Source: an optimization exercise on an open RTL-to-GDS flow (aim: small area, a short achievable clock period and few clock cycles per item). Production flows keep margins and buffers that such runs may drop. Where RTL was checked, it was by simulation tests only, not by an equivalence proof against the original. Power is estimated from default activity; no workload was simulated.

## the reference run
## rvv_div
module rvv_div #(
  parameter int K   = 1,          
  parameter int ADD = 2           
) (
  input  logic         clk,
  input  logic         rst_n,
  input  logic         in_valid,
  input  logic [2:0]   in_rob_entry,
  input  logic [5:0]   in_funct6,
  input  logic [2:0]   in_funct3,
  input  logic [2:0]   in_eew,
  input  logic [127:0] in_vs1,
  input  logic [127:0] in_vs2,
  input  logic [31:0]  in_rs1,
  output logic         out_valid,
  output logic [2:0]   out_rob_entry,
  output logic [127:0] out_data,
  input  logic         out_ready
);
Settings: LEC_CHECK=0, CAP_MARGIN=40, CORE_MARGIN=2, CORE_UTILIZATION=45, SLEW_MARGIN=40; clock period 11.5 ns.
standard.sh (not shown) runs the stock make flow with config.mk's settings and CLKGATE_MAP_FILE= SYNTH_SCRIPT=/design/flow/synth_recipe.tcl, a recipe that flattens the netlist after the stock synthesis.
==> flow/flow/run.sh <==
#!/bin/bash
set -euo pipefail
bash standard.sh SETUP_SLACK_MARGIN=7.9 "BUFFER_PORTS_ARGS=-buffer_cell sky130_fd_sc_hd__buf_1" finish > standard.log 2>&1
Edits applied to the flow inputs when going from the reference run to the trial run:
--- a/flow/design.v
+++ b/flow/design.v
@@ -451,19 +451,19 @@
 typedef struct packed {
   logic   [$clog2(8)-1:0]      trap_uop_rob_entry;
 } TRAP_t;  
 typedef enum logic [0:0]{
   DIV_SIGN, 
   DIV_ZERO
 } DIV_SIGN_SRC_e;   
 module rvv_div #(
   parameter int K   = 1,          
-  parameter int ADD = 2           
+  parameter int ADD = 1           
 ) (
   input  logic         clk,
   input  logic         rst_n,
   input  logic         in_valid,
   input  logic [2:0]   in_rob_entry,
   input  logic [5:0]   in_funct6,
   input  logic [2:0]   in_funct3,
   input  logic [2:0]   in_eew,
   input  logic [127:0] in_vs1,
Status: HPWL after detailed placement parity (the reference run, the trial run)
Diff the reference run -> the trial run: synthesized-area fraction occupied by adder cells went up 2.7 points; ratio of cells with drive above 1 in the final layout went down 0.62 points; total leakage power went down about 1.5%; simple logic cell fraction of the synthesized area went down 0.93 points.
Diff the reference run -> the trial run | synthesized netlist cell count | down slightly
The trial run against the reference run; detailed route wirelength on metal2 is up slightly.
Looking at cell area after synthesis, the trial run sits above the reference run.
Compared with the reference run, the trial run improves worst slack at placement.
When the final numbers for the trial run and the reference run were put side by side, the global-route track usage on met3 turned out to be smaller in the reference run.
Testbench counts of the trial run, summed over its fixed seeds: cycles 693,362, uops 32,000.
No functional check of the RTL was part of the reference run.

rvv_div, a different RTL version from the one above (not shown whole).
Size: about 32,000 sq um of cells after synthesis.
Settings: LEC_CHECK=0, CAP_MARGIN=40, CORE_MARGIN=2, CORE_UTILIZATION=45, CTS_CLUSTER_DIAMETER=80, CTS_CLUSTER_SIZE=20, SLEW_MARGIN=40; clock period 11.5 ns.
Scripts as last shown in full above: flow/flow/run.sh
The baseline went through all stages and came out clean.
Testbench counts at the start, summed over its fixed seeds: cycles 693,362, uops 32,000.
==> next run, changes <==
--- a/flow/design.v
+++ b/flow/design.v
@@ -634,25 +634,25 @@
     end
   end
   always_ff @(posedge clk) begin
     fixn_q  <= rem_q | (|neg);    
     nsel_q  <= to_fix & rem_q;
     nflag_q <= idle ? i_sa : to_fix ? neg : 16'h0;
     for (int i = 0; i < 128; i++)
       if (idle) t_q[i] <= (i % 8 == 0) & i_st[i/8] & i_qn[0][i/8];
       else      t_q[i] <= t_it[i];
     for (int j = 0; j < 16; j++) rm_q[j] <= r_it[8*j+7];
     if (idle)       q_q <= in_vs2;
     else if (run_q) q_q <= q_it;
-    else            q_q <= nx;
+    else if (fix_q) q_q <= nx;
   end
   always_comb
     for (int i = 0; i < 128; i++)
       if (i % 8 == 7 && (i == 127 || st[i/8+1])) rf[i] = rm_q[i/8];
       else                                       rf[i] = t_q[i+1];
   always_comb
     for (int j = 0; j < 16; j++)
       qn[j] = e8_q ? nx[8*j+6] : e16_q ? nx[8*(j|1)+6] : nx[8*(j|3)+6];
   logic [15:0] st, d1, bz, neg;
   assign st = st_q;
   always_comb begin
     for (int j = 0; j < 16; j++) d1[j] = &d_q[8*j +: 8];
The new run passed the timing, DRC and antenna checks.
Flip-flop and latch count stays the same.
Setup slack gets better by 0.017 ns.
Routed wire length came out lower by 0.72%.
Cell area came out higher by about 2%.
Sequential power came out higher by about 2%.
Combinational power came out lower by about 2%.
Final cell count came out lower by about 0.9%.
Function not checked in the second run of this note: the RTL went through the layout flow alone.

port drivers added, routing unchanged:
The flow's constraints put no driver on any port. The routed layouts listed below were extracted and timed again, unchanged, in two steps.
Step 1 assumes that a clkbuf_16 drives the clock port and a buf_2 every other input.
Step 2 times the ports against the registers' clock, not the clock port: input delays grow and output delays shrink by t, the midpoint of the rising clock arrivals with the driver on.
a / b / c = ideal ports / drivers / drivers and shift; a / b = the first two.
| run | t, ns | setup WS [ns] | worst setup path after step 2 |
|---|---|---|---|
| the reference run | 0.684 | 7.826 / 7.844 / 7.185 | input to register |
| the trial run | 0.695 | 7.888 / 7.843 / 7.237 | input to register |
| the first run of note 2 | 0.647 | 7.865 / 7.866 / 7.237 | input to register |
| the second run of note 2 | 0.672 | 7.882 / 7.817 / 7.248 | input to register |
After both steps setup and hold are still met in every run listed. For the trial run, which loses most, drivers alone change the setup slack by -0.045 ns; drivers and shift together by -0.651 ns.
